Source: an optimization exercise on an open RTL-to-GDS flow (aim: a short achievable clock period and few clock cycles). Production flows keep margins and buffers that such runs may drop.
Function was checked by simulation only, so behaviour that the tests miss may differ from the original.
Power figures rest on the tool's default switching activity, not on a simulated workload.

## flow/design.v (module list and top-level ports; edited modules follow where they fit)
// module Multiplier: 1528 lines
// module ARMcore_top: 183 lines
module ARMcore_top(
    input wire CLK,
    input wire Reset,  
    output wire [31:0] PC,
    input wire [31:0] Instr,
    output wire [31:0] DataAddr,
    output wire [31:0] WriteData,
    output wire MemWrite,
    input wire [31:0] ReadData
  );
  // ...
==> flow/flow/run.sh <==
#!/bin/bash
# Standard synthesis, then the standard layout steps with timing repair
# aiming for extra setup slack (the SDC is the design's, unchanged).
set -euo pipefail
EXTRA="SETUP_SLACK_MARGIN=${MARGIN:-21} MATCH_CELL_FOOTPRINT=0 TNS_END_PERCENT=100"
bash standard.sh synth > synth.log 2>&1
bash standard.sh $EXTRA finish > layout.log 2>&1
==> flow/standard.sh <==
#!/bin/bash
# synth_recipe.tcl (not shown) runs the flow's synth.tcl, then flattens the netlist and writes it again
# the make line also repeats each setting of config.mk as NAME=value (left out here)
make -C /OpenROAD-flow-scripts/flow DESIGN_CONFIG=/design/flow/config.mk WORK_HOME=/design/flow/orfs CLKGATE_MAP_FILE= SYNTH_SCRIPT=/design/flow/synth_recipe.tcl "${@:-finish}"
==> flow/config.mk <==
export PLATFORM = sky130hd
export DESIGN_NAME = ARMcore_top
export DESIGN_NICKNAME = ARMcore_top
export VERILOG_FILES = /design/flow/design.v
export SDC_FILE = /design/flow/constraint.sdc
export NUM_CORES = 4
export LEC_CHECK = 0
export CAP_MARGIN = 20
export CORE_MARGIN = 2
export CORE_UTILIZATION = 40
export SLEW_MARGIN = 20
==> flow/constraint.sdc <==
create_clock -name core_clock -period 28.0 [get_ports {CLK}]
set_input_delay 5.6000 -clock core_clock [delete_from_list [all_inputs] [get_ports {CLK}]]
set_output_delay 5.6000 -clock core_clock [all_outputs]
set_load 0.01 [all_outputs]
==> summary.txt, run 1 <==
largest power group=combinational logic; worst path bufs/invs=6; final clock skew=0.0635 ns; most frequent cells in the layout=edfxtp_1, mux2i_1, inv_1; placed insts=7657; Pwr Total=6.28 mW; final setup vio count=0; largest net degree at the start of global routing=71; number of flops mapped to enable cells by yosys=544; fillers=13.5k; Final Util=0.477; commonest cells in the synthesized netlist=edfxtp_1, mux2i_1, inv_1; Final Cell Area=69400 µm²; main area contributors after synthesis=edfxtp_1, fa_1, mux2i_1; Gates resized, CTS repair=369; Seq/total area=0.286; Synth Area in Simple Gates=0.126; mean routed wirelength per cell=42.5 µm; clock buffer depth=3; Via Count=56.1k; Slew HR=0.169; area leader, netlist=edfxtp_1; I/O Pins=163; setup slack at placement=18.21 ns; final setup margin=20.29 ns; Worst R2R End=mulS[31]$_DFF_P_; status=timing/DRC/antenna clean; CP max stage cell=fa_1; Hold Path End=pc8E[1]$_DFFE_PN_; Clk pwr share=0.182; Hold Path Stages=0; Worst Hold Class=reg2reg; number of remaining DRC errors=0; # Taps=1917; Comb group=3.60 mW; Seq power=1.54 mW; port bufs=162; grt ovf=0; CTS Hold Bufs=0
Testbench counts, summed over its fixed seeds: cycles 10,263.
==> inputs of run 2 (changes only) <==
==> flow/run.sh (new file) <==
#!/bin/bash
# synth_recipe.tcl (not shown) runs the flow's synth.tcl, then flattens the netlist and writes it again
# the make line also repeats each setting of config.mk as NAME=value (left out here)
make -C /OpenROAD-flow-scripts/flow DESIGN_CONFIG=/design/flow/config.mk WORK_HOME=/design/flow/orfs CLKGATE_MAP_FILE= SYNTH_SCRIPT=/design/flow/synth_recipe.tcl finish
removed: flow/flow/run.sh
removed: flow/standard.sh
==> summary.txt, run 2 <==
most common cell after layout, fill and taps aside=edfxtp_1 (unchanged); final setup margin=17.96 ns (was 20.29 ns); WP depth=28 (unchanged); CTS tree=yes (unchanged); Biggest register=RF (unchanged); vias per inst=6.92 (was 7.01); Gates resized, CTS repair=0 (was 369); cell mode on critical path=xnor2_1 (unchanged); Core Footprint=146000 µm² (unchanged); Syn Area/Cell=10.1 µm² (unchanged); Initial Utilization=0.402 (unchanged); critical path class=reg2reg (unchanged); Register-to-Register Setup Slack=17.96 ns (was 20.29 ns); drt total wl=315000 µm (was 340000 µm); Adder-Cell Fraction of Synth Area=0.169 (unchanged); unrepaired setup endpoints after global routing=false (was true); Final period util=0.358 (was 0.275); Lkg Pwr=27.5 nW (was 30.1 nW); Reg area=19800 µm² (about the same); Area Growth Syn to Fin=13.2% (was 18.5%); CTS root buffer=clkbuf_16 (unchanged); fillers=13.6k (was 13.5k); multi-input logic area=35900 µm² (was 36400 µm²); critical path arrival=10.70 ns (was 8.33 ns); Via Count=54.1k (was 56.1k); port bufs=162 (unchanged); setup bufs post-CTS=0 (was 85); initial antenna violation count=19 (was 23); Worst Hold Class=reg2reg (unchanged); XOR/XNOR Fraction of Synth Area=0.0356 (unchanged); Synth Area in Simple Gates=0.126 (unchanged); Data required, critical path=28.67 ns (was 28.63 ns); Final Cell Area=66300 µm² (was 69400 µm²); Cell Area, Synth=58600 µm² (unchanged); most numerous cell in the Yosys netlist=edfxtp_1 (unchanged); worst path bufs/invs=6 (unchanged); Max stage delay on crit path=1.03 ns (was 0.54 ns); Die X-Extent=387 µm (unchanged); total negative slack=0 ns (unchanged); CP max stage cell=nor4_4 (was fa_1); PwrDens=93.8 nW/µm² (was 90.4 nW/µm²); post-route minimum period=10.04 ns (was 7.71 ns); FMAX=99.6 MHz (was 130 MHz); largest family of logic cells by synthesized area=adder cells (unchanged); max_cap viols=0 (unchanged); number of routed nets with antenna violations=0 (unchanged); final setup vio count=0 (unchanged); flops & latches, synth=716 (unchanged); Netlist cell types=113 (unchanged); family with the most delay on the worst path=adder cells (unchanged); DRT iter0 DRCs=8560 (was 9920); Synth warnings=1 (unchanged); clock buffer depth=3 (unchanged); Worst-Margin Slew=1.24 ns (about the same); I/O Pins=163 (unchanged); area leader, netlist=edfxtp_1 (unchanged); syn_nets=6403 (unchanged); Pre-antenna DRT Iters=7 (was 9); Syn Inst Count=5792 (unchanged); mean routed wirelength per cell=40.3 µm (was 42.5 µm); startpoint types=flop (unchanged); most frequent cells in the layout=edfxtp_1, mux2i_1, inv_1 (unchanged); vias in the first global route=52.8k (was 53.5k); height of the die=387 µm (unchanged); number of remaining DRC errors=0 (unchanged); main flop type after synthesis=edfxtp_1 (unchanged); setup slack at placement=18.21 ns (about the same); Pwr Total=6.22 mW (was 6.28 mW); Final Non-Filler Cells=7820 (was 8004); first-pass GRT wire length=432000 µm (was 454000 µm); Final Hold Viols=0 (unchanged); CTS Hold Bufs=0 (unchanged); Critical Path End Type=flop (unchanged); main area contributors after synthesis=edfxtp_1, fa_1, mux2i_1 (unchanged); number of flops mapped to enable cells by yosys=544 (unchanged); largest net degree at the start of global routing=74 (was 71); Reg clk slew, reported paths=0.07 ns (about the same); Slew HR=0.173 (was 0.169); post-synthesis mux area share=0.101 (unchanged); Clock Sinks=716 (unchanged); maximum fanout along the worst path=57 (was 27); Hold Path Stages=0 (unchanged); commonest cells in the synthesized netlist=edfxtp_1, mux2i_1, inv_1 (unchanged); placed insts=7656 (was 7657); Synth top area share=0.279 (unchanged); gpl congestion=1.08 (was 1.05); final clock skew=0.0743 ns (was 0.0635 ns); die area=149000 µm² (unchanged); total track usage=0.412 (was 0.439); grt ovf=0 (unchanged); share of cells above drive strength 1=0.103 (was 0.150); status=timing/DRC/antenna clean (unchanged); worst reg2reg path depth=28 (unchanged); worst IR drop on VDD=91.1 µV (was 130 µV); Worst-Skew Late Latency=0.76 ns (was 0.77 ns); HPWL after DPL=215000 µm (was 225000 µm); htree depth=3 (unchanged); placed instance area=63200 µm² (was 63300 µm²); sequential share of the synthesized area=0.338 (unchanged); TritonCTS Buffers=84 (was 83); Synth Area in Compound Gates=0.168 (unchanged); nets=6437 (was 6617); max reg flops=480 (unchanged); Slew Limit Fails=0 (unchanged); fraction of registers with async set or reset after synthesis=0 (unchanged); # rows=140 (unchanged)
## run 2: power breakdown
part           internal [mW]  total (mW)  switching (mW)
logic                   1.28        3.47            2.19
registers               1.48        1.54          0.0618
clock network          0.698        1.22           0.517
## run 2: area by class of cell
type,instances,share of cell area
Clock buffer,114,0.0358
Antenna cell,6,0.000226
Clock inverter,43,0.00981
Inverter,453,0.0257
Multi-Input combinational cell,4159,0.541
Timing Repair Buffer,412,0.0532
Sequential cell,716,0.298
Tap cell,1917,0.0362
## run 2: logic make-up after synthesis
group | count (synthesis)
simple gates | 1484
compound gates | 1311
buf+inv | 917
flops | 716
mux | 580
fa+ha+maj | 546
xor+xnor | 238
## run 2: metal layers
metal | vias up | share of wire | track usage
met4 | 28 | 0.073 | 0.245
li1 | 21200 | - | -
met5 | - | 0.0013 | 0.000325
met1 | 27000 | 0.37 | 0.524
met3 | 1222 | 0.15 | 0.167
met2 | 4756 | 0.41 | 0.585
## run 2: stage by stage
step | hold WS, ns | util
floorplan | 0.375 | -
global placement | 0.468 | 0.434
detailed placement | 0.477 | 0.434
CTS | 0.482 | 0.455
global route | 0.493 | 0.455
finish | 0.479 | 0.456
## run 2: worst reg2reg max path, delay by kind of cell (launching register included)
kind	cells	cell delay, ns
simple gates	3	1.84
fa+ha+maj	7	3.59
compound gates	2	0.64
buf+inv	6	1.86
flops	1	0.33
xor+xnor	10	1.71
## run 2: final timing paths
check                           start           endpoint
setup reg to reg     IR[18]$_DFFE_PN_   mulS[31]$_DFF_P_
setup / recovery     IR[18]$_DFFE_PN_   mulS[31]$_DFF_P_
hold / removal    pcF[1]$_SDFFE_PP0P_  pc8E[1]$_DFFE_PN_
hold reg to reg   pcF[1]$_SDFFE_PP0P_  pc8E[1]$_DFFE_PN_

afterwards: timing with drivers on the ports:
In the flow no input, the clock included, has a driving cell. The finished layouts below were timed again as built, in two steps. Step 1 assumes that a clkbuf_16 drives the clock port and a buf_2 every other input. Step 2 also shifts input and output timing later by t, the mid clock arrival at the registers, as if the neighbouring blocks saw the same clock. a / b / c = no drivers / after step 1 / after step 2; a / b = the first two.
| run | shift t [ns] | setup WS [ns] | worst setup path after step 2 |
|---|---|---|---|
| run 1 | 0.823 | 20.292 / 20.292 / 20.108 | input to register |
| run 2 | 0.819 | 17.963 / 17.963 / 17.963 | register to register |
After both steps every run listed still meets setup and hold. For run 1, which loses most, drivers alone change the setup slack by 0.000 ns; drivers and shift together by -0.184 ns.
